This is an optimization exercise on Yosys and OpenROAD, whose aim is small area, not a production implementation. Function was checked by simulation only, so behaviour that the tests miss may differ from the original. The clock port is modelled as an ideal driver, which makes a skipped or thinned clock tree look cheaper than it is; a real chip needs a root buffer or a tree. Power is estimated from default activity; no workload was simulated.

## pcs_8b_10b
module pcs_8b_10b(clk, reset, tx_rd_in, tx_char_val, tx_data_in, tx_data_out, rx_rd_in, rx_char_val, rx_data_in, rx_data_out);
export LEC_CHECK = 0
export CAP_MARGIN = 20
export CORE_MARGIN = 2
export CORE_UTILIZATION = 40
export SLEW_MARGIN = 20
create_clock -name core_clock -period 4.0 [get_ports {clk}]
standard.sh (not shown) runs the stock make flow with config.mk's settings and CLKGATE_MAP_FILE= SYNTH_SCRIPT=/design/flow/synth_recipe.tcl, a recipe that flattens the netlist after the stock synthesis.
==> flow/flow/run.sh <==
#!/bin/bash
# Own layout flow: the standard layout, with two changes.
#  1. Synthesis is the standard script (synth_recipe.tcl) with the combinational
#     mapping step changed: no half/full-adder extraction and an area-only ABC
#     mapping (flow/area.abc). Registers are made by the same passes as in the
#     standard synthesis, so they keep their names and cell types.
#  2. Ports are buffered with sky130_fd_sc_hd__buf_1 instead of the default.
#  3. Clock tree synthesis arguments from flow/cts_args.txt when it exists.
# Each tool's output goes to a log file of its own in the work folder.
set -euo pipefail
WORK="$(cd "$(dirname "$0")/.." && pwd)"
cd "$WORK"

# synthesis script: the standard one with our mapping step
sed -e "s#@AREA_ABC@#$WORK/flow/area.abc#" flow/synth_pre.tcl > "$WORK/own_synth.tcl"
tail -n +2 synth_recipe.tcl >> "$WORK/own_synth.tcl"

# the standard make line, with our synthesis script
sed -e "s#SYNTH_SCRIPT=[^ ]*#SYNTH_SCRIPT=$WORK/own_synth.tcl#" standard.sh > own_standard.sh

bash own_standard.sh synth > "$WORK/log_synth.txt" 2>&1
if [[ -f flow/cts_args.txt ]]; then
  export CTS_ARGS="$(tr '\n' ' ' < flow/cts_args.txt)"
fi
BUFFER_PORTS_ARGS="-buffer_cell sky130_fd_sc_hd__buf_1" bash own_standard.sh > "$WORK/log_layout.txt" 2>&1
test -s out/final.def
==> flow/flow/area.abc <==
strash
&get -n
&dch -f
&nf -R 1000
&put
topo
==> flow/flow/cts_args.txt <==
-sink_clustering_enable -repair_clock_nets -dont_use_dummy_load -buf_list sky130_fd_sc_hd__clkbuf_8 -root_buf sky130_fd_sc_hd__clkbuf_8 -sink_clustering_size 25 -sink_clustering_max_diameter 100
==> flow/flow/synth_pre.tcl <==
proc synth {args} { yosys synth -nofsm -noshare {*}$args }
# no half/full-adder extraction
proc extract_fa {args} { puts "extract_fa skipped" }
# area-only mapping script in place of the standard one
proc abc {args} {
  set out {}
  set skip 0
  foreach a $args {
    if { $skip } { set skip 0; continue }
    if { $a eq "-script" } { lappend out -script @AREA_ABC@; set skip 1; continue }
    if { $a eq "-D" } { set skip 1; continue }
    lappend out $a
  }
  yosys abc {*}$out
}
==> next run, changes <==
==> flow/flow/cts_args.txt (replaced) <==
-sink_clustering_enable -repair_clock_nets -dont_use_dummy_load
- CORE_UTILIZATION: 40 -> 60
- GPL_TIMING_DRIVEN: not set -> 0
- PLACE_DENSITY: not set -> 0.7
Core utilization went up by 21 points.
Wire length went down by a little under a tenth.
Sequential share of layout area went up by 1.4 points.
Count of clock-buffer cells in the layout is unchanged.
Setup slack is worse by 0.25 ns.
Non-clock buffer count went down by 6.
Power went down by a little under a tenth.
Final cell count went down by a little under a tenth.
First-iteration DRC count went down by a quarter to a third.
Sequential power stays flat.
Design area went down by a few percent.
==> next run, changes <==
==> flow/flow/cts_args.txt (replaced) <==
-sink_clustering_enable -repair_clock_nets -dont_use_dummy_load -buf_list sky130_fd_sc_hd__clkbuf_4 -root_buf sky130_fd_sc_hd__clkbuf_8 -sink_clustering_size 12 -sink_clustering_max_diameter 60
- CORE_UTILIZATION: 60 -> 40
- GPL_TIMING_DRIVEN: 0 -> not set
- PLACE_DENSITY: 0.7 -> not set
Effect: The changed run produced a clean layout; via count goes down slightly; wire length increases by a little under a tenth; global-route usage fell by 4.2 points; sequential share of layout area came out lower by 1.4 points; cell count climbs by a little under a tenth.
==> next run, changes <==
==> flow/flow/cts_args.txt (replaced) <==
-sink_clustering_enable -repair_clock_nets -dont_use_dummy_load
- GPL_TIMING_DRIVEN: not set -> 0
- The new run completed without violations
- synthesized cell count does not change
- wire length came out lower by 1.7%
- core utilization came out lower by 0.23 points
- critical path depth came out lower by 4
- setup slack got worse by 0.19 ns
- sequential power stays flat
- design area came out lower by about 0.47%
- register-to-register slack got worse by 0.05 ns
- via count came out higher by about 1.2%
- non-clock buffer count came out lower by 4
==> next run, changes <==
==> flow/flow/cts_args.txt (replaced) <==
-sink_clustering_enable -repair_clock_nets -dont_use_dummy_load -buf_list sky130_fd_sc_hd__clkbuf_8 -root_buf sky130_fd_sc_hd__clkbuf_8
- CORE_UTILIZATION: 40 -> 60
- PLACE_DENSITY: not set -> 0.7
After rerunning: The new run finished with timing, DRC and antenna clean. Final area goes down by 1.6%. Setup slack got worse by 0.017 ns. Synthesized cell count stays the same. Via count climbs by 0.56%. Register-to-register slack gets better by 0.02 ns. Worst hold slack gets worse by 0.015 ns. Total power hardly moves. Core utilization grows by 22 points.


## the baseline
pcs_8b_10b, a different RTL version from the one above (not shown whole).
Size in the first run: ~42 I/O pins, ~1800 um2 of cells after synthesis.
Design pcs_8b_10b, start of the top module:
module pcs_8b_10b(clk, reset, tx_rd_in, tx_char_val, tx_data_in, tx_data_out, rx_rd_in, rx_char_val, rx_data_in, rx_data_out);
  input clk ;
  wire clk ;
  input reset ;
  wire reset ;
  input tx_rd_in ;
  wire tx_rd_in ;
  input tx_char_val ;
  wire tx_char_val ;
  input [7:0] tx_data_in ;
  wire [7:0] tx_data_in ;
  output [9:0] tx_data_out ;
  reg [9:0] tx_data_out ;
  input rx_rd_in ;
  wire rx_rd_in ;
  output rx_char_val ;
  input [9:0] rx_data_in ;
  wire [9:0] rx_data_in ;
  output [7:0] rx_data_out ;
  wire [1:0] e000 ;
  wire [9:0] e001 ;
  wire e002 ;
  wire e003 ;
  wire e004 ;
  wire e005 ;
  wire e006 ;
  wire e007 ;
  wire e008 ;
  wire e009 ;
  wire e010 ;
  wire e011 ;
  wire e012 ;
  wire e013 ;
  wire e014 ;
  wire e015 ;
  wire e016 ;
  wire e017 ;
  wire e018 ;
  wire e019 ;
  wire e020 ;
  wire e021 ;
  wire e022 ;
  wire e023 ;
  wire e024 ;
  wire e025 ;
  wire e026 ;
  wire e027 ;
  wire e028 ;
  wire e029 ;
  wire e030 ;
  wire e031 ;
  wire e032 ;
  wire e033 ;
  wire e034 ;
  wire e035 ;
  wire e036 ;
  wire e037 ;
  wire e038 ;
  wire e039 ;
  wire e040 ;
  wire e041 ;
  wire e042 ;
  wire e043 ;
  wire e044 ;
  wire e045 ;
  wire e046 ;
  wire e047 ;
  wire e048 ;
  wire e049 ;
  wire e050 ;
  wire e051 ;
  wire e052 ;
  wire e053 ;
  wire e054 ;
  wire e055 ;
  wire e056 ;
  wire e057 ;
  wire e058 ;
  wire e059 ;
  wire e060 ;
  wire e061 ;
  wire e062 ;
  wire e063 ;
  wire e064 ;
  wire e065 ;
  wire e066 ;
  wire e067 ;
  wire e068 ;
  wire e069 ;
  wire e070 ;
  wire e071 ;
  wire e072 ;
  wire e073 ;
  wire e074 ;
  wire e075 ;
  wire e076 ;
  wire e077 ;
  wire e078 ;
  wire e079 ;
  wire e080 ;
  wire e081 ;
  wire e082 ;
  wire e083 ;
  wire e084 ;
  wire e085 ;
  wire e086 ;
  wire e087 ;
  wire e088 ;
  wire e089 ;
  wire e090 ;
  wire e091 ;
  reg [1:0] e_hi_r ;
  ...
clock: 4.0 ns
lec_check: 0
cap_margin: 20
core_margin: 2
core_utilization: 60
gpl_timing_driven: 0
place_density: 0.7
slew_margin: 20
==> flow/flow/run.sh <==
#!/bin/bash
# Own layout flow: the standard layout (standard.sh) with three changes.
#  1. Synthesis is the standard script (synth_recipe.tcl) with the combinational
#     mapping step changed: no half/full-adder extraction and an area-oriented
#     ABC mapping (flow/area.abc). Registers are made by the same Yosys passes as
#     in the standard synthesis, so they keep their names and cell types.
#  2. Ports are buffered with sky130_fd_sc_hd__buf_1 instead of the default.
#  3. The clock tree is built by flow/cts_pre.tcl (a few clock buffers, each
#     driving one group of nearby clock pins) in place of clock_tree_synthesis.
# Each tool's output goes to a log file of its own in the work folder.
set -euo pipefail
WORK="$(cd "$(dirname "$0")/.." && pwd)"
cd "$WORK"

# synthesis script: the standard one with our mapping step
sed -e "s#@AREA_ABC@#$WORK/flow/area.abc#" flow/synth_pre.tcl > "$WORK/own_synth.tcl"
tail -n +2 synth_recipe.tcl >> "$WORK/own_synth.tcl"

# the standard make line, with our synthesis script
sed -e "s#SYNTH_SCRIPT=[^ ]*#SYNTH_SCRIPT=$WORK/own_synth.tcl#" standard.sh > own_standard.sh

bash own_standard.sh synth > "$WORK/log_synth.txt" 2>&1

export PRE_CTS_TCL="$WORK/flow/cts_pre.tcl"
export BUFFER_PORTS_ARGS="-buffer_cell sky130_fd_sc_hd__buf_1"
bash own_standard.sh > "$WORK/log_layout.txt" 2>&1
test -s out/final.def
==> flow/flow/area.abc <==
strash
&get -n
&dch -f
&nf -R 30 -p -C 32 -F 8
&put
topo
Scripts as last shown in full above: flow/flow/synth_pre.tcl
Other scripts of this flow, unchanged in this note and not shown: flow/flow/cts_pre.tcl
The baseline completed every stage of the flow, and the final layout passed the timing, DRC and antenna checks.
## Diff of input files: the candidate against the baseline
==> flow/flow/area.abc <==
strash
&get -n
&dch -f
&nf -p -C 32 -F 8 -D 2400
&put
topo
Notes after the runs:
- Diff the baseline -> the candidate: placement-stage cell area up about 3%; switching power share of the total went up 0.39 points; fraction of area in multi-input gates barely changed; number of nets in the final layout higher.
- The via count of the first global-routing pass in the baseline is 0.886 times that in the candidate.
- The candidate has length of routed met2 wiring above what the baseline had.
- Area enclosed by the die boundary: the baseline and the candidate compared, lower one is the baseline
- Looking at static power due to leakage, the candidate sits above the baseline.
- For share of cells above drive strength 1, the candidate and the baseline come out practically identical.
- Compared with the baseline, in the candidate global routing usage on met2 grew by 3.3 points, HPWL reported at the end of detailed placement went up about 8%.
No run of this note takes its clock network from TritonCTS; it comes from the design's own scripts or RTL.

[port drivers added, routing unchanged]
The flow's constraints put no driver on any port. The routed layouts listed below were extracted and timed again, unchanged, in two steps.
Step 1, drivers: a clkbuf_16 drives clk and a buf_2 each remaining input, both assumed.
Step 2 moves the port delays by t, midway between the first and last clock arrival at a register: inputs arrive t later, outputs are due t later. That takes back most of the time a late clock gives input paths.
Three values: no drivers, after step 1, after step 2; two values: the first two.
run	t (ns)	slack for setup (ns)	hold WS [ns]	worst setup path at the end	worst data-port slew with drivers (ns)
the first run of note 1	0.314	0.555 / 0.556 / 0.242	0.330 / 0.330 / 0.330	input to register	0.04
the second run of note 1	0.348	0.307 / 0.310 / -0.038	0.316 / 0.316 / 0.316	input to register	0.04
the third run of note 1	0.314	0.555 / 0.556 / 0.242	0.330 / 0.330 / 0.330	input to register	0.04
the fourth run of note 1	0.303	0.370 / 0.376 / 0.073	0.330 / 0.330 / 0.330	input to register	0.03
the fifth run of note 1	0.300	0.353 / 0.359 / 0.059	0.315 / 0.315 / 0.315	input to register	0.04
the baseline	0.191	0.247 / 0.274 / 0.083	0.333 / 0.333 / 0.333	input to register	0.03
the candidate	0.186	0.303 / 0.323 / 0.137	0.333 / 0.333 / 0.333	input to register	0.03
Met with ideal ports but missed after step 2: setup timing in the second run of note 1. For the second run of note 1, which loses most, drivers alone change the setup slack by +0.003 ns; drivers and shift together by -0.345 ns.
